What follows belongs to an exercise in optimizing a design on an open flow for small area and a short achievable clock period; a production flow would make more cautious choices. Only simulation tests tie the RTL to the original design; equivalence was not proved.

==> flow/design.v (outline; a module is shown in full before it is edited, if it fits) <==
// module top_32bit: 143 lines
// module opmux: 4 lines
// module ltcmp: 3 lines
// module mulfront: 700 lines
// module csaback: 182 lines
// module cpa32: 728 lines
// module nd2: 3 lines
// module nr2: 3 lines
// module xn2: 3 lines
// module iv: 3 lines
// module aoi21: 3 lines
// module oai21: 3 lines
// module benc: 5 lines
// module bsel: 3 lines
// module ao21: 3 lines
// module xo2: 3 lines
module top_32bit(
    input               clk,
    input               we,
    input               reset,
    input      [31:0]   data,
    input      [1:0]    p_sel,
    input      [31:0]   P0,
    input      [31:0]   P1,
    output     [31:0]   P0_out,
    output     [31:0]   P1_out,
    output     [31:0]   data_out
  );
  // ...
==> flow/run.sh <==
#!/bin/bash
# synth_recipe.tcl (not shown) runs the flow's synth.tcl, then flattens the netlist and writes it again
# the make line also repeats each setting of config.mk as NAME=value (left out here)
make -C /OpenROAD-flow-scripts/flow DESIGN_CONFIG=/design/flow/config.mk WORK_HOME=/design/flow/orfs CLKGATE_MAP_FILE= SYNTH_SCRIPT=/design/flow/synth_recipe.tcl finish
==> flow/config.mk <==
export PLATFORM = sky130hd
export DESIGN_NAME = top_32bit
export DESIGN_NICKNAME = top_32bit
export VERILOG_FILES = /design/flow/design.v
export SDC_FILE = /design/flow/constraint.sdc
export NUM_CORES = 4
export LEC_CHECK = 0
export CAP_MARGIN = 20
export CORE_MARGIN = 2
export CORE_UTILIZATION = 55
export SETUP_SLACK_MARGIN = 5
export SLEW_MARGIN = 20
export SYNTH_HIERARCHICAL = 1
==> flow/constraint.sdc <==
create_clock -name core_clock -period 12.0 [get_ports {clk}]
set_input_delay 2.4000 -clock core_clock [delete_from_list [all_inputs] [get_ports {clk}]]
set_output_delay 2.4000 -clock core_clock [all_outputs]
set_load 0.01 [all_outputs]
==> run notes, run 1 <==
* Outcome: no timing/DRC/antenna violations
* Non-CTS inverters at ~270
* Post-Layout Cell Count at 4,997
* Met2 usage at 0.593
* Vias per inst at around 6.4
* Placed cell count at 4,825
* DRT antenna net count at 0
* HP Start: valid[3]
* # resized after CTS at 8
* Sequential element share of the synthesized area at 0.498
* Finished Core Util at 0.629
* YS warnings at 7
* Sequential share of cell area at 0.438
* Maximum clock path buffer count at 3
* Hold Path End: valid[3]
* Length of routed met2 wiring at 72.1 mm
* Type of origin of the critical path: flip-flop
* Type of the tightest min-delay check: flip-flop to flip-flop
* Largest class: flip-flops and latches
* Multiplexer share of the synthesized area at 0.0658
* Complex-gate fraction of the synthesized area at 0.176
* Tap cells at 1,060
* Crit path largest cell delay at 0.64 ns
* R2R Setup Slk at 5.54 ns
* Worst hold stages at 2
* Final hold violation count at 0
* Largest net degree at the start of global routing at 75
* Placed Area at roughly 0.047 mm2
* Critical path's top delay family: adder cells
* M3 GR Usage at 0.0720
* Port Buffer Count at 177
==> module top_32bit, before the edit <==
module top_32bit(
    input               clk,
    input               we,
    input               reset,
    input      [31:0]   data,
    input      [1:0]    p_sel,
    input      [31:0]   P0,
    input      [31:0]   P1,
    output     [31:0]   P0_out,
    output     [31:0]   P1_out,
    output     [31:0]   data_out
  );
  localparam [2:0] OP_ADD = 3'd0, OP_SUB = 3'd1, OP_MUL = 3'd2, OP_AND = 3'd3,
                   OP_OR  = 3'd4, OP_XOR = 3'd5, OP_LT  = 3'd6;
  reg  [4:0]  a1;
  reg         first;
  always @(posedge clk or posedge reset)
    if (reset) a1 <= 5'd0;
    else       a1 <= first ? 5'd0 : a1 + 5'd1;
  always @(posedge clk)
    first <= reset;
  wire [3:0] d_op = data[31:28];
  wire [2:0] d_rs = data[27:25];
  wire [2:0] d_rA = data[24:22];
  wire [2:0] d_rB = data[21:19];
  reg  [2:0] e_op, e_A, e_B;
  always @* begin
    e_A = d_rA;
    e_B = d_rB;
    case (d_op)
      4'b0000: e_op = OP_ADD;
      4'b0001: e_op = OP_SUB;
      4'b0010: e_op = OP_MUL;
      4'b0011: e_op = OP_AND;
      4'b0100: e_op = OP_OR;
      4'b0101: e_op = OP_XOR;
      4'b0110: begin e_op = OP_LT; e_A = d_rB; e_B = d_rA; end
      4'b0111: e_op = OP_LT;
      4'b1001: begin e_op = OP_AND; e_B = d_rA; end
      default: begin e_op = OP_XOR; e_B = d_rA; end
    endcase
  end
  wire [11:0] enc = {e_op, d_rs, e_A, e_B};
  reg  [11:0] mem [0:31];
  always @(posedge clk)
    if (we) mem[a1] <= enc;
  wire [11:0] Jn = we ? enc : mem[a1];
  wire [2:0]  jn_A = Jn[5:3];
  wire [2:0]  jn_B = Jn[2:0];
  reg  [5:0]  J;
  always @(posedge clk)
    J <= Jn[11:6];
  wire [2:0] j_op = J[5:3];
  wire [2:0] j_rs = J[2:0];
  reg  [31:0]  R0, R1;
  reg  [191:0] Rh;         
  reg  [7:2]   valid;
  reg  [2:0]   rs_cur;     
  wire [31:0]  alu;        
  wire [31:0]  alu_rf;     
  wire [31:0]  wb0 = p_sel[0] ? alu_rf : P0;
  wire [31:0]  wb1 = p_sel[1] ? alu_rf : P1;
  always @(posedge clk or posedge reset)
    if (reset) begin
      R0 <= 32'd0;
      R1 <= 32'd0;
    end else begin
      if (rs_cur == 3'd0) R0 <= wb0;
      if (rs_cur == 3'd1) R1 <= wb1;
    end
  genvar k;
  generate
    for (k = 2; k < 8; k = k + 1) begin : g_reg
      always @(posedge clk)
        if (rs_cur == k) Rh[32*(k-2) +: 32] <= alu_rf;
      always @(posedge clk or posedge reset)
        if (reset)             valid[k] <= 1'b0;
        else if (rs_cur == k)  valid[k] <= 1'b1;
    end
  endgenerate
  wire [2:0]  rs_n    = reset ? 3'd0 : j_rs;
  wire [7:0]  valid_n = reset ? 8'd0 : ({valid, 2'b00} | (8'd1 << rs_cur));
  wire [7:0]  ok_n    = valid_n | 8'b11;
  wire        fwdA_n  = (jn_A == rs_n);
  wire        fwdB_n  = (jn_B == rs_n);
  reg  [7:0]  selA, selB;
  reg         gA0, gA1, gAY, gB0, gB1, gBY;
  always @(posedge clk) begin
    selA <= fwdA_n ? 8'd0 : ((8'd1 << jn_A) & ok_n);
    selB <= fwdB_n ? 8'd0 : ((8'd1 << jn_B) & ok_n);
    gA0  <= fwdA_n & (rs_n == 3'd0);
    gA1  <= fwdA_n & (rs_n == 3'd1);
    gAY  <= fwdA_n & (rs_n[2:1] != 2'd0);
    gB0  <= fwdB_n & (rs_n == 3'd0);
    gB1  <= fwdB_n & (rs_n == 3'd1);
    gBY  <= fwdB_n & (rs_n[2:1] != 2'd0);
  end
  wire [255:0] Rall = {Rh, R1, R0};
  reg  [31:0]  A_reg, B_reg;
  integer i;
  always @* begin
    A_reg = 32'd0;
    B_reg = 32'd0;
    for (i = 0; i < 8; i = i + 1) begin
      A_reg = A_reg | ({32{selA[i]}} & Rall[32*i +: 32]);
      B_reg = B_reg | ({32{selB[i]}} & Rall[32*i +: 32]);
    end
  end
  wire [31:0] A, B;
  opmux u_opA (.alu(alu), .p0(P0), .p1(P1), .r(A_reg),
               .ga(gAY | (gA0 & p_sel[0]) | (gA1 & p_sel[1])),
               .gp0(gA0 & ~p_sel[0]), .gp1(gA1 & ~p_sel[1]), .y(A));
  opmux u_opB (.alu(alu), .p0(P0), .p1(P1), .r(B_reg),
               .ga(gBY | (gB0 & p_sel[0]) | (gB1 & p_sel[1])),
               .gp0(gB0 & ~p_sel[0]), .gp1(gB1 & ~p_sel[1]), .y(B));
  wire        nr    = ~reset;
  wire        s_mul = nr & (j_op == OP_MUL);
  wire        s_add = nr & (j_op == OP_ADD);
  wire        s_sub = nr & (j_op == OP_SUB);
  wire        s_or  = nr & (j_op == OP_OR);
  wire        s_xor = nr & (j_op == OP_XOR);
  wire        s_lt  = nr & (j_op == OP_LT);
  wire        s_and = nr & (j_op == OP_AND | j_op == 3'd7);
  wire        lt;
  ltcmp u_lt (.a(A), .b(B), .lt(lt));
  wire [31:0] ox = ({32{s_add | s_sub}} & A) | ({32{s_or}} & (A | B)) |
                   ({32{s_xor}} & (A ^ B)) | ({32{s_and}} & (A & B)) |
                   {31'd0, s_lt & lt};
  wire [31:0] oy = ({32{s_add}} & B) | ({32{s_sub}} & ~B);
  wire        ocin = s_sub;
  wire [117:0] mid_next;
  reg  [117:0] mid;
  mulfront u_front (.a(A[15:0]), .b(B[15:0]), .is_mul(s_mul), .ox(ox), .oy(oy),
                    .ocin(ocin), .m(mid_next));
  always @(posedge clk) begin
    mid    <= mid_next;
    rs_cur <= reset ? 3'd0 : j_rs;
  end
  csaback u_back (.m(mid), .s(alu), .s2(alu_rf));
  assign P0_out   = R0;
  assign P1_out   = R1;
  assign data_out = alu;
endmodule
==> module csaback, before the edit <==
module csaback(input [117:0] m, output [31:0] s, output [31:0] s2);
  wire s1;
  wire c2;
  wire s3;
  wire c4;
  wire s5;
  wire c6;
  wire s7;
  wire c8;
  wire s9;
  wire c10;
  wire s11;
  wire c12;
  wire s13;
  wire c14;
  wire s15;
  wire c16;
  wire s17;
  wire c18;
  wire s19;
  wire c20;
  wire s21;
  wire c22;
  wire s23;
  wire c24;
  wire s25;
  wire c26;
  wire s27;
  wire c28;
  wire s29;
  wire c30;
  wire s31;
  wire c32;
  wire s33;
  wire c34;
  wire s35;
  wire c36;
  wire s37;
  wire c38;
  wire s39;
  wire c40;
  wire s41;
  wire c42;
  wire s43;
  wire c44;
  wire s45;
  wire c46;
  wire s47;
  wire c48;
  wire s49;
  wire c50;
  wire s51;
  wire c52;
  wire s53;
  wire c54;
  wire s55;
  wire c56;
  wire s57;
  wire c58;
  wire s59;
  wire c60;
  wire s61;
  wire c62;
  wire s63;
  wire c64;
  wire s65;
  wire c66;
  wire s67;
  wire c68;
  wire s69;
  wire c70;
  wire s71;
  wire c72;
  wire s73;
  wire c74;
  wire s75;
  wire c76;
  wire s77;
  wire c78;
  wire s79;
  wire c80;
  wire s81;
  wire c82;
  wire s83;
  wire c84;
  wire s85;
  wire c86;
  wire s87;
  wire c88;
  wire s89;
  wire c90;
  wire s91;
  wire c92;
  wire s93;
  wire c94;
  wire s95;
  wire c96;
  wire s97;
  wire c98;
  wire s99;
  wire c100;
  wire s101;
  wire c102;
  wire s103;
  wire c104;
  wire s105;
  wire c106;
  wire s107;
  wire c108;
  wire s109;
  wire c110;
  wire s111;
  wire c112;
  wire s113;
  wire c114;
  wire s115;
  wire c116;
  wire s117;
  wire c118;
  assign {c2,s1} = m[0] + m[1];
  assign {c4,s3} = m[3] + m[4];
  assign {c6,s5} = m[5] + m[6] + m[7];
  assign {c8,s7} = m[8] + m[9];
  assign {c10,s9} = m[10] + m[11] + m[12];
  assign {c12,s11} = m[13] + c8;
  assign {c14,s13} = m[14] + m[15] + m[16];
  assign {c16,s15} = c10 + s13;
  assign {c18,s17} = m[17] + m[18] + m[19];
  assign {c20,s19} = m[20] + c14 + s17;
  assign {c22,s21} = m[21] + m[22] + m[23];
  assign {c24,s23} = m[24] + c18 + s21;
  assign {c26,s25} = m[25] + m[26] + m[27];
  assign {c28,s27} = m[28] + c22 + s25;
  assign {c30,s29} = m[29] + m[30] + m[31];
  assign {c32,s31} = m[32] + c26 + s29;
  assign {c34,s33} = m[33] + m[34] + m[35];
  assign {c36,s35} = m[36] + c30 + s33;
  assign {c38,s37} = m[37] + m[38] + m[39];
  assign {c40,s39} = m[40] + c34 + s37;
  assign {c42,s41} = m[41] + m[42] + m[43];
  assign {c44,s43} = m[44] + c38 + s41;
  assign {c46,s45} = m[45] + m[46] + m[47];
  assign {c48,s47} = m[48] + c42 + s45;
  assign {c50,s49} = m[49] + m[50] + m[51];
  assign {c52,s51} = m[52] + c46 + s49;
  assign {c54,s53} = m[53] + m[54] + m[55];
  assign {c56,s55} = m[56] + c50 + s53;
  assign {c58,s57} = m[57] + m[58] + m[59];
  assign {c60,s59} = m[60] + c54 + s57;
  assign {c62,s61} = m[61] + m[62] + m[63];
  assign {c64,s63} = m[64] + c58 + s61;
  assign {c66,s65} = m[65] + m[66] + m[67];
  assign {c68,s67} = m[68] + c62 + s65;
  assign {c70,s69} = m[69] + m[70] + m[71];
  assign {c72,s71} = m[72] + c66 + s69;
  assign {c74,s73} = m[73] + m[74] + m[75];
  assign {c76,s75} = m[76] + c70 + s73;
  assign {c78,s77} = m[77] + m[78] + m[79];
  assign {c80,s79} = m[80] + c74 + s77;
  assign {c82,s81} = m[81] + m[82] + m[83];
  assign {c84,s83} = m[84] + c78 + s81;
  assign {c86,s85} = m[85] + m[86] + m[87];
  assign {c88,s87} = m[88] + c82 + s85;
  assign {c90,s89} = m[89] + m[90] + m[91];
  assign {c92,s91} = m[92] + c86 + s89;
  assign {c94,s93} = m[93] + m[94] + m[95];
  assign {c96,s95} = m[96] + c90 + s93;
  assign {c98,s97} = m[97] + m[98] + m[99];
  assign {c100,s99} = m[100] + c94 + s97;
  assign {c102,s101} = m[101] + m[102] + m[103];
  assign {c104,s103} = m[104] + c98 + s101;
  assign {c106,s105} = m[105] + m[106] + m[107];
  assign {c108,s107} = m[108] + c102 + s105;
  assign {c110,s109} = m[109] + m[110] + m[111];
  assign {c112,s111} = m[112] + c106 + s109;
  assign {c114,s113} = m[113] + m[114] + m[115];
  assign {c116,s115} = c110 + s113;
  assign {c118,s117} = m[116] + m[117] + c114;
  wire [31:0] ra = {c116, c112, c108, c104, c100, c96, c92, c88, c84, c80, c76, c72, c68, c64, c60, c56, c52, c48, c44, c40, c36, c32, c28, c24, c20, c16, c12, s9, c6, c4, c2, m[2]};
  wire [31:0] rb = {s117, s115, s111, s107, s103, s99, s95, s91, s87, s83, s79, s75, s71, s67, s63, s59, s55, s51, s47, s43, s39, s35, s31, s27, s23, s19, s15, s11, s7, s5, s3, s1};
  cpa32 u_cpa (.a(ra), .b(rb), .s(s), .s2(s2));
endmodule
==> run 2: changes to the inputs <==
--- a/flow/design.v
+++ b/flow/design.v
@@ -123,18 +123,18 @@
   wire        s_and = nr & (j_op == OP_AND | j_op == 3'd7);
   wire        lt;
   ltcmp u_lt (.a(A), .b(B), .lt(lt));
   wire [31:0] ox = ({32{s_add | s_sub}} & A) | ({32{s_or}} & (A | B)) |
                    ({32{s_xor}} & (A ^ B)) | ({32{s_and}} & (A & B)) |
                    {31'd0, s_lt & lt};
   wire [31:0] oy = ({32{s_add}} & B) | ({32{s_sub}} & ~B);
   wire        ocin = s_sub;
-  wire [117:0] mid_next;
-  reg  [117:0] mid;
+  wire [93:0] mid_next;
+  reg  [93:0] mid;
   mulfront u_front (.a(A[15:0]), .b(B[15:0]), .is_mul(s_mul), .ox(ox), .oy(oy),
                     .ocin(ocin), .m(mid_next));
   always @(posedge clk) begin
     mid    <= mid_next;
     rs_cur <= reset ? 3'd0 : j_rs;
   end
   csaback u_back (.m(mid), .s(alu), .s2(alu_rf));
   assign P0_out   = R0;
@@ -144,17 +144,17 @@
 module opmux(input [31:0] alu, input [31:0] p0, input [31:0] p1, input [31:0] r,
              input ga, input gp0, input gp1, output [31:0] y);
   assign y = ({32{ga}} & alu) | ({32{gp0}} & p0) | ({32{gp1}} & p1) | r;
 endmodule
 module ltcmp(input [31:0] a, input [31:0] b, output lt);
   assign lt = a < b;
 endmodule
 module mulfront(input [15:0] a, input [15:0] b, input is_mul, input [31:0] ox,
-                input [31:0] oy, input ocin, output [117:0] m);
+                input [31:0] oy, input ocin, output [93:0] m);
   wire one1;
   wire two2;
   wire neg3;
   wire pp4;
   wire pp5;
   wire pp6;
   wire pp7;
   wire pp8;
@@ -480,16 +480,70 @@
   wire s328;
   wire c329;
   wire s330;
   wire c331;
   wire s332;
   wire c333;
   wire s334;
   wire c335;
+  wire s336;
+  wire c337;
+  wire s338;
+  wire c339;
+  wire s340;
+  wire c341;
+  wire s342;
+  wire c343;
+  wire s344;
+  wire c345;
+  wire s346;
+  wire c347;
+  wire s348;
+  wire c349;
+  wire s350;
+  wire c351;
+  wire s352;
+  wire c353;
+  wire s354;
+  wire c355;
+  wire s356;
+  wire c357;
+  wire s358;
+  wire c359;
+  wire s360;
+  wire c361;
+  wire s362;
+  wire c363;
+  wire s364;
+  wire c365;
+  wire s366;
+  wire c367;
+  wire s368;
+  wire c369;
+  wire s370;
+  wire c371;
+  wire s372;
+  wire c373;
+  wire s374;
+  wire c375;
+  wire s376;
+  wire c377;
+  wire s378;
+  wire c379;
+  wire s380;
+  wire c381;
+  wire s382;
+  wire c383;
+  wire s384;
+  wire c385;
+  wire s386;
+  wire c387;
+  wire s388;
+  wire c389;
   benc u_e0 (.x2(b[1]), .x1(b[0]), .x0(1'b0), .one(one1), .two(two2), .neg(neg3));
   bsel u_s0_0 (.one(one1), .two(two2), .neg(neg3), .a1(a[0]), .a0(1'b0), .pp(pp4));
   bsel u_s0_1 (.one(one1), .two(two2), .neg(neg3), .a1(a[1]), .a0(a[0]), .pp(pp5));
   bsel u_s0_2 (.one(one1), .two(two2), .neg(neg3), .a1(a[2]), .a0(a[1]), .pp(pp6));
   bsel u_s0_3 (.one(one1), .two(two2), .neg(neg3), .a1(a[3]), .a0(a[2]), .pp(pp7));
   bsel u_s0_4 (.one(one1), .two(two2), .neg(neg3), .a1(a[4]), .a0(a[3]), .pp(pp8));
   bsel u_s0_5 (.one(one1), .two(two2), .neg(neg3), .a1(a[5]), .a0(a[4]), .pp(pp9));
   bsel u_s0_6 (.one(one1), .two(two2), .neg(neg3), .a1(a[6]), .a0(a[5]), .pp(pp10));
@@ -649,211 +703,214 @@
   assign pp178 = one169 & a[8];
   assign pp179 = one169 & a[9];
   assign pp180 = one169 & a[10];
   assign pp181 = one169 & a[11];
   assign pp182 = one169 & a[12];
   assign pp183 = one169 & a[13];
   assign pp184 = one169 & a[14];
   assign pp185 = one169 & a[15];
-  assign {c187,s186} = neg66 + pp10;
-  assign {c189,s188} = pp11 + pp30;
-  assign {c191,s190} = neg87 + pp12 + pp31;
-  assign {c193,s192} = pp50 + pp69;
-  assign {c195,s194} = pp13 + pp32 + pp51;
-  assign {c197,s196} = pp70 + pp89;
-  assign {c199,s198} = neg108 + pp14 + pp33;
-  assign {c201,s200} = pp52 + pp71 + pp90;
-  assign {c203,s202} = pp109 + c197;
-  assign {c205,s204} = pp15 + pp34 + pp53;
-  assign {c207,s206} = pp72 + pp91 + pp110;
-  assign {c209,s208} = c199 + c201;
-  assign {c211,s210} = neg129 + pp16 + pp35;
-  assign {c213,s212} = pp54 + pp73 + pp92;
-  assign {c215,s214} = pp111 + pp130 + c205;
-  assign {c217,s216} = c207 + s210;
-  assign {c219,s218} = pp17 + pp36 + pp55;
-  assign {c221,s220} = pp74 + pp93 + pp112;
-  assign {c223,s222} = pp131 + c211 + c213;
-  assign {c225,s224} = s218 + s220;
-  assign {c227,s226} = neg150 + pp18 + pp37;
-  assign {c229,s228} = pp56 + pp75 + pp94;
-  assign {c231,s230} = pp113 + pp132 + pp151;
-  assign {c233,s232} = c219 + c221 + s226;
-  assign {c235,s234} = s228 + s230;
-  assign {c237,s236} = pp19 + pp38 + pp57;
-  assign {c239,s238} = pp76 + pp95 + pp114;
-  assign {c241,s240} = pp133 + pp152 + c227;
-  assign {c243,s242} = c229 + c231 + s236;
-  assign {c245,s244} = s238 + c235;
-  assign {c247,s246} = pp20 + pp39 + pp58;
-  assign {c249,s248} = pp77 + pp96 + pp115;
-  assign {c251,s250} = pp134 + pp153 + pp170;
+  assign {c187,s186} = neg45 + pp8;
+  assign {c189,s188} = pp9 + pp28;
+  assign {c191,s190} = neg66 + pp10 + pp29;
+  assign {c193,s192} = pp48 + pp67;
+  assign {c195,s194} = pp11 + pp30 + pp49;
+  assign {c197,s196} = pp68 + c193;
+  assign {c199,s198} = neg87 + pp12 + pp31;
+  assign {c201,s200} = pp50 + pp69 + pp88;
+  assign {c203,s202} = c195 + s198;
+  assign {c205,s204} = pp13 + pp32 + pp51;
+  assign {c207,s206} = pp70 + pp89 + c199;
+  assign {c209,s208} = c201 + s204;
+  assign {c211,s210} = neg108 + pp14 + pp33;
+  assign {c213,s212} = pp52 + pp71 + pp90;
+  assign {c215,s214} = pp109 + c205 + s210;
+  assign {c217,s216} = s212 + c209;
+  assign {c219,s218} = pp15 + pp34 + pp53;
+  assign {c221,s220} = pp72 + pp91 + pp110;
+  assign {c223,s222} = c211 + c213 + s218;
+  assign {c225,s224} = s220 + c215;
+  assign {c227,s226} = neg129 + pp16 + pp35;
+  assign {c229,s228} = pp54 + pp73 + pp92;
+  assign {c231,s230} = pp111 + pp130 + c219;
+  assign {c233,s232} = c221 + s226 + s228;
+  assign {c235,s234} = c223 + s230;
+  assign {c237,s236} = pp17 + pp36 + pp55;
+  assign {c239,s238} = pp74 + pp93 + pp112;
+  assign {c241,s240} = pp131 + c227 + c229;
+  assign {c243,s242} = s236 + s238 + c231;
+  assign {c245,s244} = c233 + s240;
+  assign {c247,s246} = neg150 + pp18 + pp37;
+  assign {c249,s248} = pp56 + pp75 + pp94;
+  assign {c251,s250} = pp113 + pp132 + pp151;
   assign {c253,s252} = c237 + c239 + s246;
   assign {c255,s254} = s248 + s250 + c241;
-  assign {c257,s256} = neg3 + pp40 + pp59;
-  assign {c259,s258} = pp78 + pp97 + pp116;
-  assign {c261,s260} = pp135 + pp154 + pp171;
-  assign {c263,s262} = c247 + c249 + c251;
-  assign {c265,s264} = s256 + s258 + s260;
-  assign {c267,s266} = neg3 + pp41 + pp60;
-  assign {c269,s268} = pp79 + pp98 + pp117;
-  assign {c271,s270} = pp136 + pp155 + pp172;
-  assign {c273,s272} = c257 + c259 + c261;
-  assign {c275,s274} = s266 + s268 + s270;
-  assign {c277,s276} = ns21 + ns42 + pp61;
-  assign {c279,s278} = pp80 + pp99 + pp118;
-  assign {c281,s280} = pp137 + pp156 + pp173;
-  assign {c283,s282} = c267 + c269 + c271;
-  assign {c285,s284} = s276 + s278 + s280;
-  assign {c287,s286} = pp62 + pp81 + 1'b1;
-  assign {c289,s288} = pp100 + pp119 + pp138;
-  assign {c291,s290} = pp157 + pp174 + c277;
-  assign {c293,s292} = c279 + c281 + s286;
-  assign {c295,s294} = s288 + c283;
-  assign {c297,s296} = ns63 + pp82 + pp101;
-  assign {c299,s298} = pp120 + pp139 + pp158;
-  assign {c301,s300} = pp175 + c287 + c289;
-  assign {c303,s302} = s296 + s298 + c291;
-  assign {c305,s304} = pp83 + pp102 + 1'b1;
-  assign {c307,s306} = pp121 + pp140 + pp159;
-  assign {c309,s308} = pp176 + c297 + c299;
-  assign {c311,s310} = s304 + s306;
-  assign {c313,s312} = ns84 + pp103 + pp122;
-  assign {c315,s314} = pp141 + pp160 + pp177;
-  assign {c317,s316} = c305 + c307 + s312;
-  assign {c319,s318} = pp104 + pp123 + 1'b1;
-  assign {c321,s320} = pp142 + pp161 + pp178;
-  assign {c323,s322} = c313 + c315;
-  assign {c325,s324} = ns105 + pp124 + pp143;
-  assign {c327,s326} = pp162 + pp179 + c319;
-  assign {c329,s328} = pp125 + pp144 + 1'b1;
-  assign {c331,s330} = pp163 + pp180;
-  assign {c333,s332} = ns126 + pp145 + pp164;
-  assign {c335,s334} = pp146 + pp165;
+  assign {c257,s256} = s252 + c245;
+  assign {c259,s258} = pp19 + pp38 + pp57;
+  assign {c261,s260} = pp76 + pp95 + pp114;
+  assign {c263,s262} = pp133 + pp152 + c247;
+  assign {c265,s264} = c249 + c251 + s258;
+  assign {c267,s266} = s260 + c253 + s262;
+  assign {c269,s268} = s264 + c255;
+  assign {c271,s270} = pp20 + pp39 + pp58;
+  assign {c273,s272} = pp77 + pp96 + pp115;
+  assign {c275,s274} = pp134 + pp153 + pp170;
+  assign {c277,s276} = c259 + c261 + s270;
+  assign {c279,s278} = s272 + s274 + c263;
+  assign {c281,s280} = c265 + s276 + c267;
+  assign {c283,s282} = neg3 + pp40 + pp59;
+  assign {c285,s284} = pp78 + pp97 + pp116;
+  assign {c287,s286} = pp135 + pp154 + pp171;
+  assign {c289,s288} = c271 + c273 + c275;
+  assign {c291,s290} = s282 + s284 + s286;
+  assign {c293,s292} = c277 + s288 + s290;
+  assign {c295,s294} = neg3 + pp41 + pp60;
+  assign {c297,s296} = pp79 + pp98 + pp117;
+  assign {c299,s298} = pp136 + pp155 + pp172;
+  assign {c301,s300} = c283 + c285 + c287;
+  assign {c303,s302} = s294 + s296 + s298;
+  assign {c305,s304} = c289 + c291 + s300;
+  assign {c307,s306} = ns21 + ns42 + pp61;
+  assign {c309,s308} = pp80 + pp99 + pp118;
+  assign {c311,s310} = pp137 + pp156 + pp173;
+  assign {c313,s312} = c295 + c297 + c299;
+  assign {c315,s314} = s306 + s308 + s310;
+  assign {c317,s316} = c301 + c303 + s312;
+  assign {c319,s318} = pp62 + pp81 + 1'b1;
+  assign {c321,s320} = pp100 + pp119 + pp138;
+  assign {c323,s322} = pp157 + pp174 + c307;
+  assign {c325,s324} = c309 + c311 + s318;
+  assign {c327,s326} = s320 + c313 + c315;
+  assign {c329,s328} = s322 + s324;
+  assign {c331,s330} = ns63 + pp82 + pp101;
+  assign {c333,s332} = pp120 + pp139 + pp158;
+  assign {c335,s334} = pp175 + c319 + c321;
+  assign {c337,s336} = s330 + s332 + c323;
+  assign {c339,s338} = c325 + s334 + c329;
+  assign {c341,s340} = pp83 + pp102 + 1'b1;
+  assign {c343,s342} = pp121 + pp140 + pp159;
+  assign {c345,s344} = pp176 + c331 + c333;
+  assign {c347,s346} = s340 + s342 + c335;
+  assign {c349,s348} = s344 + c337;
+  assign {c351,s350} = ns84 + pp103 + pp122;
+  assign {c353,s352} = pp141 + pp160 + pp177;
+  assign {c355,s354} = c341 + c343 + s350;
+  assign {c357,s356} = s352 + c345 + s354;
+  assign {c359,s358} = pp104 + pp123 + 1'b1;
+  assign {c361,s360} = pp142 + pp161 + pp178;
+  assign {c363,s362} = c351 + c353 + s358;
+  assign {c365,s364} = s360 + c355;
+  assign {c367,s366} = ns105 + pp124 + pp143;
+  assign {c369,s368} = pp162 + pp179 + c359;
+  assign {c371,s370} = c361 + s366 + c363;
+  assign {c373,s372} = pp125 + pp144 + 1'b1;
+  assign {c375,s374} = pp163 + pp180 + c367;
+  assign {c377,s376} = s372 + c369;
+  assign {c379,s378} = ns126 + pp145 + pp164;
+  assign {c381,s380} = pp181 + c373 + s378;
+  assign {c383,s382} = pp146 + pp165 + 1'b1;
+  assign {c385,s384} = pp182 + c379;
+  assign {c387,s386} = ns147 + pp166 + pp183;
+  assign {c389,s388} = pp167 + pp184;
   ao21 u_m0 (.a(is_mul), .b(pp4), .c(ox[0]), .y(m[0]));
   ao21 u_m1 (.a(is_mul), .b(neg3), .c(oy[0]), .y(m[1]));
   assign m[2] = ocin;
   ao21 u_m3 (.a(is_mul), .b(pp5), .c(ox[1]), .y(m[3]));
   assign m[4] = oy[1];
   ao21 u_m5 (.a(is_mul), .b(pp6), .c(ox[2]), .y(m[5]));
   ao21 u_m6 (.a(is_mul), .b(pp25), .c(oy[2]), .y(m[6]));
   ao21 u_m7 (.a(is_mul), .b(neg24), .c(1'b0), .y(m[7]));
   ao21 u_m8 (.a(is_mul), .b(pp7), .c(ox[3]), .y(m[8]));
   ao21 u_m9 (.a(is_mul), .b(pp26), .c(oy[3]), .y(m[9]));
-  ao21 u_m10 (.a(is_mul), .b(pp8), .c(ox[4]), .y(m[10]));
-  ao21 u_m11 (.a(is_mul), .b(pp27), .c(oy[4]), .y(m[11]));
-  ao21 u_m12 (.a(is_mul), .b(pp46), .c(1'b0), .y(m[12]));
-  ao21 u_m13 (.a(is_mul), .b(neg45), .c(1'b0), .y(m[13]));
-  ao21 u_m14 (.a(is_mul), .b(pp9), .c(ox[5]), .y(m[14]));
-  ao21 u_m15 (.a(is_mul), .b(pp28), .c(oy[5]), .y(m[15]));
-  ao21 u_m16 (.a(is_mul), .b(pp47), .c(1'b0), .y(m[16]));
-  ao21 u_m17 (.a(is_mul), .b(pp29), .c(ox[6]), .y(m[17]));
-  ao21 u_m18 (.a(is_mul), .b(pp48), .c(oy[6]), .y(m[18]));
-  ao21 u_m19 (.a(is_mul), .b(pp67), .c(1'b0), .y(m[19]));
-  ao21 u_m20 (.a(is_mul), .b(s186), .c(1'b0), .y(m[20]));
-  ao21 u_m21 (.a(is_mul), .b(pp49), .c(ox[7]), .y(m[21]));
-  ao21 u_m22 (.a(is_mul), .b(pp68), .c(oy[7]), .y(m[22]));
-  ao21 u_m23 (.a(is_mul), .b(c187), .c(1'b0), .y(m[23]));
-  ao21 u_m24 (.a(is_mul), .b(s188), .c(1'b0), .y(m[24]));
-  ao21 u_m25 (.a(is_mul), .b(pp88), .c(ox[8]), .y(m[25]));
-  ao21 u_m26 (.a(is_mul), .b(c189), .c(oy[8]), .y(m[26]));
-  ao21 u_m27 (.a(is_mul), .b(s190), .c(1'b0), .y(m[27]));
-  ao21 u_m28 (.a(is_mul), .b(s192), .c(1'b0), .y(m[28]));
-  ao21 u_m29 (.a(is_mul), .b(c193), .c(ox[9]), .y(m[29]));
-  ao21 u_m30 (.a(is_mul), .b(c191), .c(oy[9]), .y(m[30]));
-  ao21 u_m31 (.a(is_mul), .b(s194), .c(1'b0), .y(m[31]));
-  ao21 u_m32 (.a(is_mul), .b(s196), .c(1'b0), .y(m[32]));
-  ao21 u_m33 (.a(is_mul), .b(c195), .c(ox[10]), .y(m[33]));
-  ao21 u_m34 (.a(is_mul), .b(s198), .c(oy[10]), .y(m[34]));
-  ao21 u_m35 (.a(is_mul), .b(s200), .c(1'b0), .y(m[35]));
-  ao21 u_m36 (.a(is_mul), .b(s202), .c(1'b0), .y(m[36]));
-  ao21 u_m37 (.a(is_mul), .b(s204), .c(ox[11]), .y(m[37]));
-  ao21 u_m38 (.a(is_mul), .b(s206), .c(oy[11]), .y(m[38]));
-  ao21 u_m39 (.a(is_mul), .b(c203), .c(1'b0), .y(m[39]));
-  ao21 u_m40 (.a(is_mul), .b(s208), .c(1'b0), .y(m[40]));
-  ao21 u_m41 (.a(is_mul), .b(s212), .c(ox[12]), .y(m[41]));
-  ao21 u_m42 (.a(is_mul), .b(c209), .c(oy[12]), .y(m[42]));
-  ao21 u_m43 (.a(is_mul), .b(s214), .c(1'b0), .y(m[43]));
-  ao21 u_m44 (.a(is_mul), .b(s216), .c(1'b0), .y(m[44]));
-  ao21 u_m45 (.a(is_mul), .b(c217), .c(ox[13]), .y(m[45]));
-  ao21 u_m46 (.a(is_mul), .b(c215), .c(oy[13]), .y(m[46]));
-  ao21 u_m47 (.a(is_mul), .b(s222), .c(1'b0), .y(m[47]));
-  ao21 u_m48 (.a(is_mul), .b(s224), .c(1'b0), .y(m[48]));
-  ao21 u_m49 (.a(is_mul), .b(c225), .c(ox[14]), .y(m[49]));
-  ao21 u_m50 (.a(is_mul), .b(c223), .c(oy[14]), .y(m[50]));
-  ao21 u_m51 (.a(is_mul), .b(s232), .c(1'b0), .y(m[51]));
-  ao21 u_m52 (.a(is_mul), .b(s234), .c(1'b0), .y(m[52]));
-  ao21 u_m53 (.a(is_mul), .b(c233), .c(ox[15]), .y(m[53]));
-  ao21 u_m54 (.a(is_mul), .b(s240), .c(oy[15]), .y(m[54]));
-  ao21 u_m55 (.a(is_mul), .b(s242), .c(1'b0), .y(m[55]));
-  ao21 u_m56 (.a(is_mul), .b(s244), .c(1'b0), .y(m[56]));
-  ao21 u_m57 (.a(is_mul), .b(c243), .c(ox[16]), .y(m[57]));
-  ao21 u_m58 (.a(is_mul), .b(s252), .c(oy[16]), .y(m[58]));
-  ao21 u_m59 (.a(is_mul), .b(c245), .c(1'b0), .y(m[59]));
-  ao21 u_m60 (.a(is_mul), .b(s254), .c(1'b0), .y(m[60]));
-  ao21 u_m61 (.a(is_mul), .b(c253), .c(ox[17]), .y(m[61]));
-  ao21 u_m62 (.a(is_mul), .b(s262), .c(oy[17]), .y(m[62]));
-  ao21 u_m63 (.a(is_mul), .b(c255), .c(1'b0), .y(m[63]));
-  ao21 u_m64 (.a(is_mul), .b(s264), .c(1'b0), .y(m[64]));
-  ao21 u_m65 (.a(is_mul), .b(c263), .c(ox[18]), .y(m[65]));
-  ao21 u_m66 (.a(is_mul), .b(c265), .c(oy[18]), .y(m[66]));
-  ao21 u_m67 (.a(is_mul), .b(s272), .c(1'b0), .y(m[67]));
-  ao21 u_m68 (.a(is_mul), .b(s274), .c(1'b0), .y(m[68]));
-  ao21 u_m69 (.a(is_mul), .b(c273), .c(ox[19]), .y(m[69]));
-  ao21 u_m70 (.a(is_mul), .b(c275), .c(oy[19]), .y(m[70]));
-  ao21 u_m71 (.a(is_mul), .b(s282), .c(1'b0), .y(m[71]));
-  ao21 u_m72 (.a(is_mul), .b(s284), .c(1'b0), .y(m[72]));
-  ao21 u_m73 (.a(is_mul), .b(c285), .c(ox[20]), .y(m[73]));
-  ao21 u_m74 (.a(is_mul), .b(s290), .c(oy[20]), .y(m[74]));
-  ao21 u_m75 (.a(is_mul), .b(s292), .c(1'b0), .y(m[75]));
-  ao21 u_m76 (.a(is_mul), .b(s294), .c(1'b0), .y(m[76]));
-  ao21 u_m77 (.a(is_mul), .b(c293), .c(ox[21]), .y(m[77]));
-  ao21 u_m78 (.a(is_mul), .b(s300), .c(oy[21]), .y(m[78]));
-  ao21 u_m79 (.a(is_mul), .b(c295), .c(1'b0), .y(m[79]));
-  ao21 u_m80 (.a(is_mul), .b(s302), .c(1'b0), .y(m[80]));
-  ao21 u_m81 (.a(is_mul), .b(c301), .c(ox[22]), .y(m[81]));
-  ao21 u_m82 (.a(is_mul), .b(s308), .c(oy[22]), .y(m[82]));
-  ao21 u_m83 (.a(is_mul), .b(c303), .c(1'b0), .y(m[83]));
-  ao21 u_m84 (.a(is_mul), .b(s310), .c(1'b0), .y(m[84]));
-  ao21 u_m85 (.a(is_mul), .b(s314), .c(ox[23]), .y(m[85]));
-  ao21 u_m86 (.a(is_mul), .b(c311), .c(oy[23]), .y(m[86]));
-  ao21 u_m87 (.a(is_mul), .b(c309), .c(1'b0), .y(m[87]));
-  ao21 u_m88 (.a(is_mul), .b(s316), .c(1'b0), .y(m[88]));
-  ao21 u_m89 (.a(is_mul), .b(s318), .c(ox[24]), .y(m[89]));
-  ao21 u_m90 (.a(is_mul), .b(s320), .c(oy[24]), .y(m[90]));
-  ao21 u_m91 (.a(is_mul), .b(c317), .c(1'b0), .y(m[91]));
-  ao21 u_m92 (.a(is_mul), .b(s322), .c(1'b0), .y(m[92]));
-  ao21 u_m93 (.a(is_mul), .b(c321), .c(ox[25]), .y(m[93]));
-  ao21 u_m94 (.a(is_mul), .b(s324), .c(oy[25]), .y(m[94]));
-  ao21 u_m95 (.a(is_mul), .b(c323), .c(1'b0), .y(m[95]));
-  ao21 u_m96 (.a(is_mul), .b(s326), .c(1'b0), .y(m[96]));
-  ao21 u_m97 (.a(is_mul), .b(c325), .c(ox[26]), .y(m[97]));
-  ao21 u_m98 (.a(is_mul), .b(s328), .c(oy[26]), .y(m[98]));
-  ao21 u_m99 (.a(is_mul), .b(c327), .c(1'b0), .y(m[99]));
-  ao21 u_m100 (.a(is_mul), .b(s330), .c(1'b0), .y(m[100]));
-  ao21 u_m101 (.a(is_mul), .b(pp181), .c(ox[27]), .y(m[101]));
-  ao21 u_m102 (.a(is_mul), .b(c331), .c(oy[27]), .y(m[102]));
-  ao21 u_m103 (.a(is_mul), .b(c329), .c(1'b0), .y(m[103]));
-  ao21 u_m104 (.a(is_mul), .b(s332), .c(1'b0), .y(m[104]));
-  assign m[105] = is_mul | ox[28];
-  ao21 u_m106 (.a(is_mul), .b(pp182), .c(oy[28]), .y(m[106]));
-  ao21 u_m107 (.a(is_mul), .b(c333), .c(1'b0), .y(m[107]));
-  ao21 u_m108 (.a(is_mul), .b(s334), .c(1'b0), .y(m[108]));
-  ao21 u_m109 (.a(is_mul), .b(ns147), .c(ox[29]), .y(m[109]));
-  ao21 u_m110 (.a(is_mul), .b(pp166), .c(oy[29]), .y(m[110]));
-  ao21 u_m111 (.a(is_mul), .b(pp183), .c(1'b0), .y(m[111]));
-  ao21 u_m112 (.a(is_mul), .b(c335), .c(1'b0), .y(m[112]));
-  ao21 u_m113 (.a(is_mul), .b(pp167), .c(ox[30]), .y(m[113]));
-  ao21 u_m114 (.a(is_mul), .b(pp184), .c(oy[30]), .y(m[114]));
-  assign m[115] = is_mul | 1'b0;
-  ao21 u_m116 (.a(is_mul), .b(ns168), .c(ox[31]), .y(m[116]));
-  ao21 u_m117 (.a(is_mul), .b(pp185), .c(oy[31]), .y(m[117]));
+  ao21 u_m10 (.a(is_mul), .b(pp27), .c(ox[4]), .y(m[10]));
+  ao21 u_m11 (.a(is_mul), .b(pp46), .c(oy[4]), .y(m[11]));
+  ao21 u_m12 (.a(is_mul), .b(s186), .c(1'b0), .y(m[12]));
+  ao21 u_m13 (.a(is_mul), .b(pp47), .c(ox[5]), .y(m[13]));
+  ao21 u_m14 (.a(is_mul), .b(c187), .c(oy[5]), .y(m[14]));
+  ao21 u_m15 (.a(is_mul), .b(s188), .c(1'b0), .y(m[15]));
+  ao21 u_m16 (.a(is_mul), .b(c189), .c(ox[6]), .y(m[16]));
+  ao21 u_m17 (.a(is_mul), .b(s190), .c(oy[6]), .y(m[17]));
+  ao21 u_m18 (.a(is_mul), .b(s192), .c(1'b0), .y(m[18]));
+  ao21 u_m19 (.a(is_mul), .b(c191), .c(ox[7]), .y(m[19]));
+  ao21 u_m20 (.a(is_mul), .b(s194), .c(oy[7]), .y(m[20]));
+  ao21 u_m21 (.a(is_mul), .b(s196), .c(1'b0), .y(m[21]));
+  ao21 u_m22 (.a(is_mul), .b(s200), .c(ox[8]), .y(m[22]));
+  ao21 u_m23 (.a(is_mul), .b(c197), .c(oy[8]), .y(m[23]));
+  ao21 u_m24 (.a(is_mul), .b(s202), .c(1'b0), .y(m[24]));
+  ao21 u_m25 (.a(is_mul), .b(c203), .c(ox[9]), .y(m[25]));
+  ao21 u_m26 (.a(is_mul), .b(s206), .c(oy[9]), .y(m[26]));
+  ao21 u_m27 (.a(is_mul), .b(s208), .c(1'b0), .y(m[27]));
+  ao21 u_m28 (.a(is_mul), .b(c207), .c(ox[10]), .y(m[28]));
+  ao21 u_m29 (.a(is_mul), .b(s214), .c(oy[10]), .y(m[29]));
+  ao21 u_m30 (.a(is_mul), .b(s216), .c(1'b0), .y(m[30]));
+  ao21 u_m31 (.a(is_mul), .b(s222), .c(ox[11]), .y(m[31]));
+  ao21 u_m32 (.a(is_mul), .b(c217), .c(oy[11]), .y(m[32]));
+  ao21 u_m33 (.a(is_mul), .b(s224), .c(1'b0), .y(m[33]));
+  ao21 u_m34 (.a(is_mul), .b(s232), .c(ox[12]), .y(m[34]));
+  ao21 u_m35 (.a(is_mul), .b(c225), .c(oy[12]), .y(m[35]));
+  ao21 u_m36 (.a(is_mul), .b(s234), .c(1'b0), .y(m[36]));
+  ao21 u_m37 (.a(is_mul), .b(c235), .c(ox[13]), .y(m[37]));
+  ao21 u_m38 (.a(is_mul), .b(s242), .c(oy[13]), .y(m[38]));
+  ao21 u_m39 (.a(is_mul), .b(s244), .c(1'b0), .y(m[39]));
+  ao21 u_m40 (.a(is_mul), .b(c243), .c(ox[14]), .y(m[40]));
+  ao21 u_m41 (.a(is_mul), .b(s254), .c(oy[14]), .y(m[41]));
+  ao21 u_m42 (.a(is_mul), .b(s256), .c(1'b0), .y(m[42]));
+  ao21 u_m43 (.a(is_mul), .b(s266), .c(ox[15]), .y(m[43]));
+  ao21 u_m44 (.a(is_mul), .b(c257), .c(oy[15]), .y(m[44]));
+  ao21 u_m45 (.a(is_mul), .b(s268), .c(1'b0), .y(m[45]));
+  ao21 u_m46 (.a(is_mul), .b(s278), .c(ox[16]), .y(m[46]));
+  ao21 u_m47 (.a(is_mul), .b(c269), .c(oy[16]), .y(m[47]));
+  ao21 u_m48 (.a(is_mul), .b(s280), .c(1'b0), .y(m[48]));
+  ao21 u_m49 (.a(is_mul), .b(c279), .c(ox[17]), .y(m[49]));
+  ao21 u_m50 (.a(is_mul), .b(c281), .c(oy[17]), .y(m[50]));
+  ao21 u_m51 (.a(is_mul), .b(s292), .c(1'b0), .y(m[51]));
+  ao21 u_m52 (.a(is_mul), .b(s302), .c(ox[18]), .y(m[52]));
+  ao21 u_m53 (.a(is_mul), .b(c293), .c(oy[18]), .y(m[53]));
+  ao21 u_m54 (.a(is_mul), .b(s304), .c(1'b0), .y(m[54]));
+  ao21 u_m55 (.a(is_mul), .b(s314), .c(ox[19]), .y(m[55]));
+  ao21 u_m56 (.a(is_mul), .b(c305), .c(oy[19]), .y(m[56]));
+  ao21 u_m57 (.a(is_mul), .b(s316), .c(1'b0), .y(m[57]));
+  ao21 u_m58 (.a(is_mul), .b(c317), .c(ox[20]), .y(m[58]));
+  ao21 u_m59 (.a(is_mul), .b(s326), .c(oy[20]), .y(m[59]));
+  ao21 u_m60 (.a(is_mul), .b(s328), .c(1'b0), .y(m[60]));
+  ao21 u_m61 (.a(is_mul), .b(c327), .c(ox[21]), .y(m[61]));
+  ao21 u_m62 (.a(is_mul), .b(s336), .c(oy[21]), .y(m[62]));
+  ao21 u_m63 (.a(is_mul), .b(s338), .c(1'b0), .y(m[63]));
+  ao21 u_m64 (.a(is_mul), .b(s346), .c(ox[22]), .y(m[64]));
+  ao21 u_m65 (.a(is_mul), .b(c339), .c(oy[22]), .y(m[65]));
+  ao21 u_m66 (.a(is_mul), .b(s348), .c(1'b0), .y(m[66]));
+  ao21 u_m67 (.a(is_mul), .b(c347), .c(ox[23]), .y(m[67]));
+  ao21 u_m68 (.a(is_mul), .b(c349), .c(oy[23]), .y(m[68]));
+  ao21 u_m69 (.a(is_mul), .b(s356), .c(1'b0), .y(m[69]));
+  ao21 u_m70 (.a(is_mul), .b(s362), .c(ox[24]), .y(m[70]));
+  ao21 u_m71 (.a(is_mul), .b(c357), .c(oy[24]), .y(m[71]));
+  ao21 u_m72 (.a(is_mul), .b(s364), .c(1'b0), .y(m[72]));
+  ao21 u_m73 (.a(is_mul), .b(s368), .c(ox[25]), .y(m[73]));
+  ao21 u_m74 (.a(is_mul), .b(c365), .c(oy[25]), .y(m[74]));
+  ao21 u_m75 (.a(is_mul), .b(s370), .c(1'b0), .y(m[75]));
+  ao21 u_m76 (.a(is_mul), .b(s374), .c(ox[26]), .y(m[76]));
+  ao21 u_m77 (.a(is_mul), .b(c371), .c(oy[26]), .y(m[77]));
+  ao21 u_m78 (.a(is_mul), .b(s376), .c(1'b0), .y(m[78]));
+  ao21 u_m79 (.a(is_mul), .b(c375), .c(ox[27]), .y(m[79]));
+  ao21 u_m80 (.a(is_mul), .b(c377), .c(oy[27]), .y(m[80]));
+  ao21 u_m81 (.a(is_mul), .b(s380), .c(1'b0), .y(m[81]));
+  ao21 u_m82 (.a(is_mul), .b(s382), .c(ox[28]), .y(m[82]));
+  ao21 u_m83 (.a(is_mul), .b(c381), .c(oy[28]), .y(m[83]));
+  ao21 u_m84 (.a(is_mul), .b(s384), .c(1'b0), .y(m[84]));
+  ao21 u_m85 (.a(is_mul), .b(c383), .c(ox[29]), .y(m[85]));
+  ao21 u_m86 (.a(is_mul), .b(c385), .c(oy[29]), .y(m[86]));
+  ao21 u_m87 (.a(is_mul), .b(s386), .c(1'b0), .y(m[87]));
+  assign m[88] = is_mul | ox[30];
+  ao21 u_m89 (.a(is_mul), .b(c387), .c(oy[30]), .y(m[89]));
+  ao21 u_m90 (.a(is_mul), .b(s388), .c(1'b0), .y(m[90]));
+  ao21 u_m91 (.a(is_mul), .b(ns168), .c(ox[31]), .y(m[91]));
+  ao21 u_m92 (.a(is_mul), .b(pp185), .c(oy[31]), .y(m[92]));
+  ao21 u_m93 (.a(is_mul), .b(c389), .c(1'b0), .y(m[93]));
 endmodule
-module csaback(input [117:0] m, output [31:0] s, output [31:0] s2);
+module csaback(input [93:0] m, output [31:0] s, output [31:0] s2);
   wire s1;
   wire c2;
   wire s3;
   wire c4;
   wire s5;
   wire c6;
   wire s7;
   wire c8;
@@ -908,131 +965,50 @@
   wire s57;
   wire c58;
   wire s59;
   wire c60;
   wire s61;
   wire c62;
   wire s63;
   wire c64;
-  wire s65;
-  wire c66;
-  wire s67;
-  wire c68;
-  wire s69;
-  wire c70;
-  wire s71;
-  wire c72;
-  wire s73;
-  wire c74;
-  wire s75;
-  wire c76;
-  wire s77;
-  wire c78;
-  wire s79;
-  wire c80;
-  wire s81;
-  wire c82;
-  wire s83;
-  wire c84;
-  wire s85;
-  wire c86;
-  wire s87;
-  wire c88;
-  wire s89;
-  wire c90;
-  wire s91;
-  wire c92;
-  wire s93;
-  wire c94;
-  wire s95;
-  wire c96;
-  wire s97;
-  wire c98;
-  wire s99;
-  wire c100;
-  wire s101;
-  wire c102;
-  wire s103;
-  wire c104;
-  wire s105;
-  wire c106;
-  wire s107;
-  wire c108;
-  wire s109;
-  wire c110;
-  wire s111;
-  wire c112;
-  wire s113;
-  wire c114;
-  wire s115;
-  wire c116;
-  wire s117;
-  wire c118;
   assign {c2,s1} = m[0] + m[1];
   assign {c4,s3} = m[3] + m[4];
   assign {c6,s5} = m[5] + m[6] + m[7];
   assign {c8,s7} = m[8] + m[9];
   assign {c10,s9} = m[10] + m[11] + m[12];
-  assign {c12,s11} = m[13] + c8;
-  assign {c14,s13} = m[14] + m[15] + m[16];
-  assign {c16,s15} = c10 + s13;
-  assign {c18,s17} = m[17] + m[18] + m[19];
-  assign {c20,s19} = m[20] + c14 + s17;
-  assign {c22,s21} = m[21] + m[22] + m[23];
-  assign {c24,s23} = m[24] + c18 + s21;
-  assign {c26,s25} = m[25] + m[26] + m[27];
-  assign {c28,s27} = m[28] + c22 + s25;
-  assign {c30,s29} = m[29] + m[30] + m[31];
-  assign {c32,s31} = m[32] + c26 + s29;
-  assign {c34,s33} = m[33] + m[34] + m[35];
-  assign {c36,s35} = m[36] + c30 + s33;
-  assign {c38,s37} = m[37] + m[38] + m[39];
-  assign {c40,s39} = m[40] + c34 + s37;
-  assign {c42,s41} = m[41] + m[42] + m[43];
-  assign {c44,s43} = m[44] + c38 + s41;
-  assign {c46,s45} = m[45] + m[46] + m[47];
-  assign {c48,s47} = m[48] + c42 + s45;
-  assign {c50,s49} = m[49] + m[50] + m[51];
-  assign {c52,s51} = m[52] + c46 + s49;
-  assign {c54,s53} = m[53] + m[54] + m[55];
-  assign {c56,s55} = m[56] + c50 + s53;
-  assign {c58,s57} = m[57] + m[58] + m[59];
-  assign {c60,s59} = m[60] + c54 + s57;
-  assign {c62,s61} = m[61] + m[62] + m[63];
-  assign {c64,s63} = m[64] + c58 + s61;
-  assign {c66,s65} = m[65] + m[66] + m[67];
-  assign {c68,s67} = m[68] + c62 + s65;
-  assign {c70,s69} = m[69] + m[70] + m[71];
-  assign {c72,s71} = m[72] + c66 + s69;
-  assign {c74,s73} = m[73] + m[74] + m[75];
-  assign {c76,s75} = m[76] + c70 + s73;
-  assign {c78,s77} = m[77] + m[78] + m[79];
-  assign {c80,s79} = m[80] + c74 + s77;
-  assign {c82,s81} = m[81] + m[82] + m[83];
-  assign {c84,s83} = m[84] + c78 + s81;
-  assign {c86,s85} = m[85] + m[86] + m[87];
-  assign {c88,s87} = m[88] + c82 + s85;
-  assign {c90,s89} = m[89] + m[90] + m[91];
-  assign {c92,s91} = m[92] + c86 + s89;
-  assign {c94,s93} = m[93] + m[94] + m[95];
-  assign {c96,s95} = m[96] + c90 + s93;
-  assign {c98,s97} = m[97] + m[98] + m[99];
-  assign {c100,s99} = m[100] + c94 + s97;
-  assign {c102,s101} = m[101] + m[102] + m[103];
-  assign {c104,s103} = m[104] + c98 + s101;
-  assign {c106,s105} = m[105] + m[106] + m[107];
-  assign {c108,s107} = m[108] + c102 + s105;
-  assign {c110,s109} = m[109] + m[110] + m[111];
-  assign {c112,s111} = m[112] + c106 + s109;
-  assign {c114,s113} = m[113] + m[114] + m[115];
-  assign {c116,s115} = c110 + s113;
-  assign {c118,s117} = m[116] + m[117] + c114;
-  wire [31:0] ra = {c116, c112, c108, c104, c100, c96, c92, c88, c84, c80, c76, c72, c68, c64, c60, c56, c52, c48, c44, c40, c36, c32, c28, c24, c20, c16, c12, s9, c6, c4, c2, m[2]};
-  wire [31:0] rb = {s117, s115, s111, s107, s103, s99, s95, s91, s87, s83, s79, s75, s71, s67, s63, s59, s55, s51, s47, s43, s39, s35, s31, s27, s23, s19, s15, s11, s7, s5, s3, s1};
+  assign {c12,s11} = m[13] + m[14] + m[15];
+  assign {c14,s13} = m[16] + m[17] + m[18];
+  assign {c16,s15} = m[19] + m[20] + m[21];
+  assign {c18,s17} = m[22] + m[23] + m[24];
+  assign {c20,s19} = m[25] + m[26] + m[27];
+  assign {c22,s21} = m[28] + m[29] + m[30];
+  assign {c24,s23} = m[31] + m[32] + m[33];
+  assign {c26,s25} = m[34] + m[35] + m[36];
+  assign {c28,s27} = m[37] + m[38] + m[39];
+  assign {c30,s29} = m[40] + m[41] + m[42];
+  assign {c32,s31} = m[43] + m[44] + m[45];
+  assign {c34,s33} = m[46] + m[47] + m[48];
+  assign {c36,s35} = m[49] + m[50] + m[51];
+  assign {c38,s37} = m[52] + m[53] + m[54];
+  assign {c40,s39} = m[55] + m[56] + m[57];
+  assign {c42,s41} = m[58] + m[59] + m[60];
+  assign {c44,s43} = m[61] + m[62] + m[63];
+  assign {c46,s45} = m[64] + m[65] + m[66];
+  assign {c48,s47} = m[67] + m[68] + m[69];
+  assign {c50,s49} = m[70] + m[71] + m[72];
+  assign {c52,s51} = m[73] + m[74] + m[75];
+  assign {c54,s53} = m[76] + m[77] + m[78];
+  assign {c56,s55} = m[79] + m[80] + m[81];
+  assign {c58,s57} = m[82] + m[83] + m[84];
+  assign {c60,s59} = m[85] + m[86] + m[87];
+  assign {c62,s61} = m[88] + m[89] + m[90];
+  assign {c64,s63} = m[91] + m[92] + m[93];
+  wire [31:0] ra = {c62, c60, c58, c56, c54, c52, c50, c48, c46, c44, c42, c40, c38, c36, c34, c32, c30, c28, c26, c24, c22, c20, c18, c16, c14, c12, c10, c8, c6, c4, c2, m[2]};
+  wire [31:0] rb = {s63, s61, s59, s57, s55, s53, s51, s49, s47, s45, s43, s41, s39, s37, s35, s33, s31, s29, s27, s25, s23, s21, s19, s17, s15, s13, s11, s9, s7, s5, s3, s1};
   cpa32 u_cpa (.a(ra), .b(rb), .s(s), .s2(s2));
 endmodule
 module cpa32(input [31:0] a, input [31:0] b, output [31:0] s, output [31:0] s2);
   wire w1;
   nd2 u_c1 (.a(a[0]), .b(b[0]), .y(w1));
   wire w2;
   nr2 u_c2 (.a(a[0]), .b(b[0]), .y(w2));
   wire w3;
==> run 2 against run 1 <==
  * Wire length decreased by 1.7%
  * Non-clock buffer count rose by 36
  * Setup slack better by 0.069 ns
  * Highest routed layer is now met4
  * Still clean
  * Global-route usage is essentially flat
  * Synthesized cell count is 2.3% lower
  * Critical endpoint unchanged
  * Largest cell class unchanged
==> run notes, run 2 <==
* Port Buffer Count at 177 (unchanged)
* GP Congestion at 0.965 (was 0.972)
* M3 GR Usage at 0.0713 (was 0.0720)
* Chip height at 286 um (was 289 um)
* YS warnings at 7 (unchanged)
* Synth Register Bits at 777 (was 801)
* Worst-margin pin slew at 1.11 ns (was 1.15 ns)
* Number of max-cap violations at 0 (unchanged)
* Most common cell in the netlist: edfxtp_1 (unchanged)
* CTS tree: yes (unchanged)
* First-pass GRT wire length at 216 mm (was 217 mm)
* Routed vias at 32,231 (was 32,143)
* Gr ovfl total at 0 (unchanged)
* RSZ-0062 raised after global routing: no (was yes)
* Synthesized cell area at 0.0437 mm2 (was 0.0445 mm2)
* Netlist cell types at 84 (was 88)
* Clock Root Buffer: clkbuf_16 (unchanged)
* Total iterations of the first detailed-routing run at 8 (unchanged)
* Most frequent cells in the layout: edfxtp_1, a22oi_1, nor2_1 (was edfxtp_1, a22oi_1, inv_1)
* CTS clk-pin slew, worst paths at 0.06 ns (about the same)
* Latest clock arrival within the worst-skew pair at 0.67 ns (about the same)
* Hold WS at 0.468 ns (was 0.462 ns)
* Routed wire length per instance at 30.4 um (about the same)
* Type of origin of the critical path: flip-flop (unchanged)
* Ports at 197 (unchanged)
* Area grow syn2layout at 14.2% (was 13.6%)
* Worst EP arrival at 4.48 ns (was 4.55 ns)
* Filler cells at 6,071 (was 6,200)
* Number of global-route vias before repair at 32,874 (was 32,389)
* FMAX at 145 MHz (was 144 MHz)
* Initial antenna violation count at 1 (was 7)
* Minimum clock period at 6.88 ns (was 6.95 ns)
* Req. time, crit path at 9.60 ns (about the same)
* Sequential element share of the synthesized area at 0.496 (was 0.498)
* Top_reg_cell synth: edfxtp_1 (unchanged)
* Max Clock Skew at 0.0598 ns (was 0.0331 ns)
* Outcome: no timing/DRC/antenna violations (unchanged)
* Syn Inst Count at 3,573 (was 3,657)
* Placed cell count at 4,735 (was 4,825)
* Setup TNS Final at 0 ns (unchanged)
* EDFF count, synth at 576 (unchanged)
* Final net count at 4,124 (was 4,192)
* Antenna Cells at 0 (was 4)
* DIE AREA at 0.0817 mm2 (was 0.0833 mm2)
* Synth cell count leaders: edfxtp_1, a22oi_1, nor2_1, inv_1, nand2_1 (was edfxtp_1, a22oi_1, inv_1, nor2_1, xnor2_1)
* Vias per inst at 6.56 (was 6.43)
* Final slew viol count at 0 (unchanged)
* Kind of end point of the critical path: primary output (unchanged)
* Biggest regs: mem x384, Rh x192, mid x94 (was mem x384, Rh x192, mid x118)
* Initial DRC count at 3,372 (was 3,438)
* Yosys top cell area share at 0.396 (was 0.388)
* FFs w/ async S/R, synth at 0.0965 (was 0.0936)
* Total wire length at 149 mm (was 152 mm)
* Slew HR at 0.260 (was 0.230)
* WS Path Type: flip-flop to primary output (unchanged)
* Core ar. at 0.0789 mm2 (was 0.0804 mm2)
* Die W at 286 um (was 289 um)
* Top reg by flops: mem (unchanged)
* Largest register FFs at 384 (unchanged)
* DRC errors left at 0 (unchanged)
* Final setup fails at 0 (unchanged)
* Maximum clock path buffer count at 3 (unchanged)
* Finished Core Util at 0.633 (was 0.629)
* Final hold violation count at 0 (unchanged)
* Busiest layer in global routing: met2 (unchanged)
* DRT antenna net count at 0 (unchanged)
* Met1 Resource Use GR at 0.445 (was 0.444)
* Sink Count at 777 (was 801)
* Row cnt at 103 (was 104)
* Largest net degree at the start of global routing at 79 (was 75)
* CP Max Fanout at 6 (was 4)
* Post-Layout Cell Count at 4,913 (was 4,997)
* Share of layout cells above drive strength 1 at 0.155 (was 0.156)
* Met2 usage at 0.593 (about the same)
* Type of the tightest min-delay check: flip-flop to flip-flop (unchanged)
* Top cell type by total area after synthesis: edfxtp_1 (unchanged)
* Post-detailed-placement half-perimeter wirelength at 98.1 mm (was 100 mm)
* Synth top area cells: edfxtp_1, dfxtp_1, a22oi_1, fa_1, dfrtp_1 (unchanged)
* Commonest non-fill, non-tap cell in the layout: edfxtp_1 (unchanged)
* Initial core utilization at 0.554 (about the same)
* Total global-route track usage at 0.362 (about the same)
* TritonCTS buffer count at 84 (was 87)
* Final Cycle Share at 0.573 (was 0.579)
* Avg Cell Area, Syn at 12.2 um2 (about the same)
* Max H-tree Level at 3 (unchanged)
## run 2: routing by layer
| layer | share of wire | wire length (um) |
|---|---|---|
| met1 | 0.36 | 54000 |
| met2 | 0.48 | 71000 |
| met3 | 0.093 | 13800 |
| met4 | 0.069 | 10400 |
| met5 | 0 | 0 |
## run 2: area by class of cell
| cell class | count | area, um2 | share of cell area |
|---|---|---|---|
| inverter | 232 | 872 | 0.0175 |
| clock buffer | 110 | 2340 | 0.0470 |
| sequential | 777 | 21700 | 0.435 |
| tap | 1050 | 1310 | 0.0263 |
| timing repair buffer | 312 | 2830 | 0.0567 |
| multi-input combinational | 2384 | 20200 | 0.404 |
| clock inverter | 48 | 683 | 0.0137 |
## run 2: critical path, cell delays in order (launching register included)
cell	delay, ns
dfxtp_1	0.30
ha_1	0.31
nand2_1	0.17
o21ai_1	0.58
a21oi_2	0.23
o21ai_1	0.53
inv_1	0.09
o21ai_1	0.40
xor2_1	0.53
clkdlybuf4s50_1	0.65
## run 2: stage by stage
stage	instance area, um2	setup WS [ns]
after floorplan	44000	5.01
after global placement	46700	4.06
after detailed placement	46700	3.98
after CTS	49800	5.00
after global routing	49900	5.02
final	49900	5.12
## run 2: path summary, 6_finish.rpt
kind                           from      endpoint  slack, ns  cells past startpoint
max in group asynchronous     reset        R0[13]       8.36                      4
max reg2reg                 mid[16]       mid[48]       5.82                     21
min in group asynchronous     reset      valid[7]       2.40                      3
min                        valid[3]      valid[3]       0.47                      2
max                          mid[0]  data_out[24]       5.12                      9
min reg2reg                valid[3]      valid[3]       0.47                      2
## run 2: repair_timing
action | 4_1_cts | 5_1_grt
hold buffers | 0 | 0
setup buffers | 9 | 9
pin swaps | 2 | 1
resized for setup | 2 | 5
setup endpoints to repair | 21 | 10
## run 2: kinds of logic (layout without fill, tap and decap cells)
| logic type | Yosys count | in the layout | synth area share |
|---|---|---|---|
| buffers and inverters | 459 | 702 | 0.0512 |
| multiplexers | 213 | 213 | 0.0691 |
| other | 1 | 48 | 0.0000858 |
| AO/OA/AOI/OAI | 980 | 980 | 0.175 |
| adder cells (fa/ha/maj) | 232 | 232 | 0.0848 |
| flip-flops | 777 | 777 | 0.496 |
| AND/OR/NAND/NOR | 634 | 634 | 0.0673 |
| XOR/XNOR | 277 | 277 | 0.0560 |
## run 2: per-module statistics from Yosys (local to each module, per instance), a selection
module	flip-flops and latches	times used	cell area, um2
csaback	0	1	622
aoi21	0	52	8.76
nd2	0	73	3.75
benc	0	8	38.8
bsel	0	136	21.3
ltcmp	0	1	798
iv	0	8	3.75
xn2	0	22	8.76
opmux	0	2	603
ao21	0	91	7.51

afterwards: timing with drivers on the ports:
The results above use ideal ports. As a check the final layouts listed here were re-extracted and re-timed, cells and wires unchanged. Step 1 assumes that a clkbuf_16 drives the clock port and a buf_2 every other input. Step 2 also shifts input and output timing later by t, the mid clock arrival at the registers, as if the neighbouring blocks saw the same clock. a / b / c = no drivers / after step 1 / after step 2; a / b = the first two.
| run | t, ns | setup WS [ns] | pins driven straight from the clock port |
|---|---|---|---|
| run 1 | 0.728 | 5.052 / 4.978 / 4.548 | 1 |
| run 2 | 0.722 | 5.121 / 5.047 / 4.511 | 1 |
After both steps every run listed still meets setup and hold. The setup slack of run 2, which loses most, moves by -0.074 ns with the drivers and by -0.610 ns with both steps.
